Context: an optimization exercise on an open-source flow, tuned for small area. The choices shown serve that exercise and are no tape-out recipe. Function was checked by simulation only, so behaviour that the tests miss may differ from the original. Power is estimated from default activity; no workload was simulated.

## MainModule
module MainModule(clk, rst, start, si_1, si_0, b1, b2, b3, b4, st, clk_on, data_compp, read_dataaa, Db1, Db2, Db3, Db4, Tb1, Tb2, Tb3, Tb4
, Rb1, Rb2, Rb3, Rb4, readPacket, o_hsync, o_vsync, o_vga_blank, o_vga_sync, o_vga_clk, o_red, o_blue, o_green);
  input clk;
  wire clk;
  input rst;
  wire rst;
  input start;
  wire start;
  input si_1;
  wire si_1;
  input si_0;
  wire si_0;
  output [17:0] b1;
  reg [17:0] b1;
  output [17:0] b2;
  reg [17:0] b2;
  output [17:0] b3;
  reg [17:0] b3;
  output [17:0] b4;
  reg [17:0] b4;
  output [2:0] st;
  reg [2:0] st;
  output clk_on;
  reg clk_on;
  output data_compp;
  reg data_compp;
  output [2:0] read_dataaa;
  reg [2:0] read_dataaa;
  output Db1;
  wire Db1;
  output Db2;
  wire Db2;
  output Db3;
  wire Db3;
  output Db4;
  wire Db4;
  output Tb1;
  wire Tb1;
  output Tb2;
  wire Tb2;
  output Tb3;
  wire Tb3;
  output Tb4;
  wire Tb4;
  output Rb1;
  wire Rb1;
  output Rb2;
  wire Rb2;
  output Rb3;
  wire Rb3;
  output Rb4;
  wire Rb4;
  output [4:0] readPacket;
  reg [4:0] readPacket;
  output o_hsync;
  reg o_hsync;
  output o_vsync;
  reg o_vsync;
  output o_vga_blank;
  wire o_vga_blank;
  output o_vga_sync;
  wire o_vga_sync;
  output o_vga_clk;
  reg o_vga_clk;
  output [7:0] o_red;
  wire [7:0] o_red;
  output [7:0] o_blue;
  wire [7:0] o_blue;
  output [7:0] o_green;
  wire [7:0] o_green;
  wire _0000_;
  wire _0001_;
  wire _0002_;
  wire _0003_;
  wire _0004_;
  wire _0005_;
  wire _0006_;
  wire _0007_;
  wire _0008_;
  wire _0009_;
  wire _0010_;
  wire _0011_;
  wire _0012_;
  wire _0013_;
  wire _0014_;
  wire _0015_;
  wire _0016_;
  wire _0017_;
  wire _0018_;
  wire _0019_;
  wire _0020_;
  wire _0021_;
  wire _0022_;
  wire _0023_;
  wire _0024_;
  wire _0025_;
  wire _0026_;
  wire _0027_;
  wire _0028_;
  wire _0029_;
  wire _0030_;
  wire _0031_;
  wire _0032_;
  wire _0033_;
  wire _0034_;
  wire _0035_;
  wire _0036_;
  wire _0037_;
  wire _0038_;
  wire _0039_;
  wire _0040_;
  wire _0041_;
  wire _0042_;
  wire _0043_;
  wire _0044_;
  wire _0045_;
  wire _0046_;
  wire _0047_;
  wire _0048_;
  wire _0049_;
  wire _0050_;
  wire _0051_;
  wire _0052_;
  wire _0053_;
  wire _0054_;
  ...
Size in the first run: about 2700 cells after synthesis, ~130 I/O pins.
Settings: LEC_CHECK=0, ABC_AREA=1, CAP_MARGIN=30, CORE_MARGIN=2, CORE_UTILIZATION=55, CTS_BUF_LIST=sky130_fd_sc_hd__clkbuf_8, PLACE_DENSITY=0.65, SLEW_MARGIN=20; clock period 10.0 ns.
standard.sh (not shown) runs the stock make flow with config.mk's settings and CLKGATE_MAP_FILE= SYNTH_SCRIPT=/design/flow/synth_recipe.tcl, a recipe that flattens the netlist after the stock synthesis.
==> flow/flow/run.sh <==
#!/bin/bash
# The standard layout (the standard.sh: ORFS synthesis through finish),
# except that the input and output ports get the smallest buffer,
# sky130_fd_sc_hd__buf_1, instead of ORFS's default port buffer.
set -euo pipefail
export BUFFER_PORTS_ARGS="-buffer_cell sky130_fd_sc_hd__buf_1"
bash standard.sh finish > standard_flow.log 2>&1
Change:
==> flow/run.sh (new file) <==
#!/bin/bash
# synth_recipe.tcl (not shown) runs the flow's synth.tcl, then flattens the netlist and writes it again
# the make line also repeats each setting of config.mk as NAME=value (left out here)
make -C /OpenROAD-flow-scripts/flow DESIGN_CONFIG=/design/flow/config.mk WORK_HOME=/design/flow/orfs CLKGATE_MAP_FILE= SYNTH_SCRIPT=/design/flow/synth_recipe.tcl finish
Settings changed: CTS_BUF_LIST sky130_fd_sc_hd__clkbuf_8 to unset.
removed: flow/flow/run.sh
removed: flow/standard.sh
Outcome:
- The changed run ran to the end with no violations
- clock skew fell by 0.020 ns
- routed wire length rose by a few percent
- register-to-register slack degrades by 0.41 ns
- worst hold slack is better by 0.025 ns
- area after synthesis is unchanged
- power goes up by roughly a tenth

==> re-timing with driven ports <==
How much do the figures lean on ideal ports? The routed layouts below were timed once more, with nothing changed but the port constraints. Step 1 assumes that a clkbuf_16 drives the clock port and a buf_2 every other input. Step 2 adds t to the input delays and takes it off the output delays; t is the mean of the earliest and latest rising clock arrival at the registers after step 1. Input paths then give back, and output paths get back, about the clock's delay inside the block. Slacks: ideal / step 1 / step 2; pairs: ideal / step 1.
run	t, ns	setup slack, ns	slew at the worst register clock pin (ns)
the first run	0.691	1.247 / 1.247 / 1.247	0.08 / 0.08
the second run	0.619	0.833 / 0.833 / 0.833	0.07 / 0.07
After both steps every run listed still meets setup and hold.
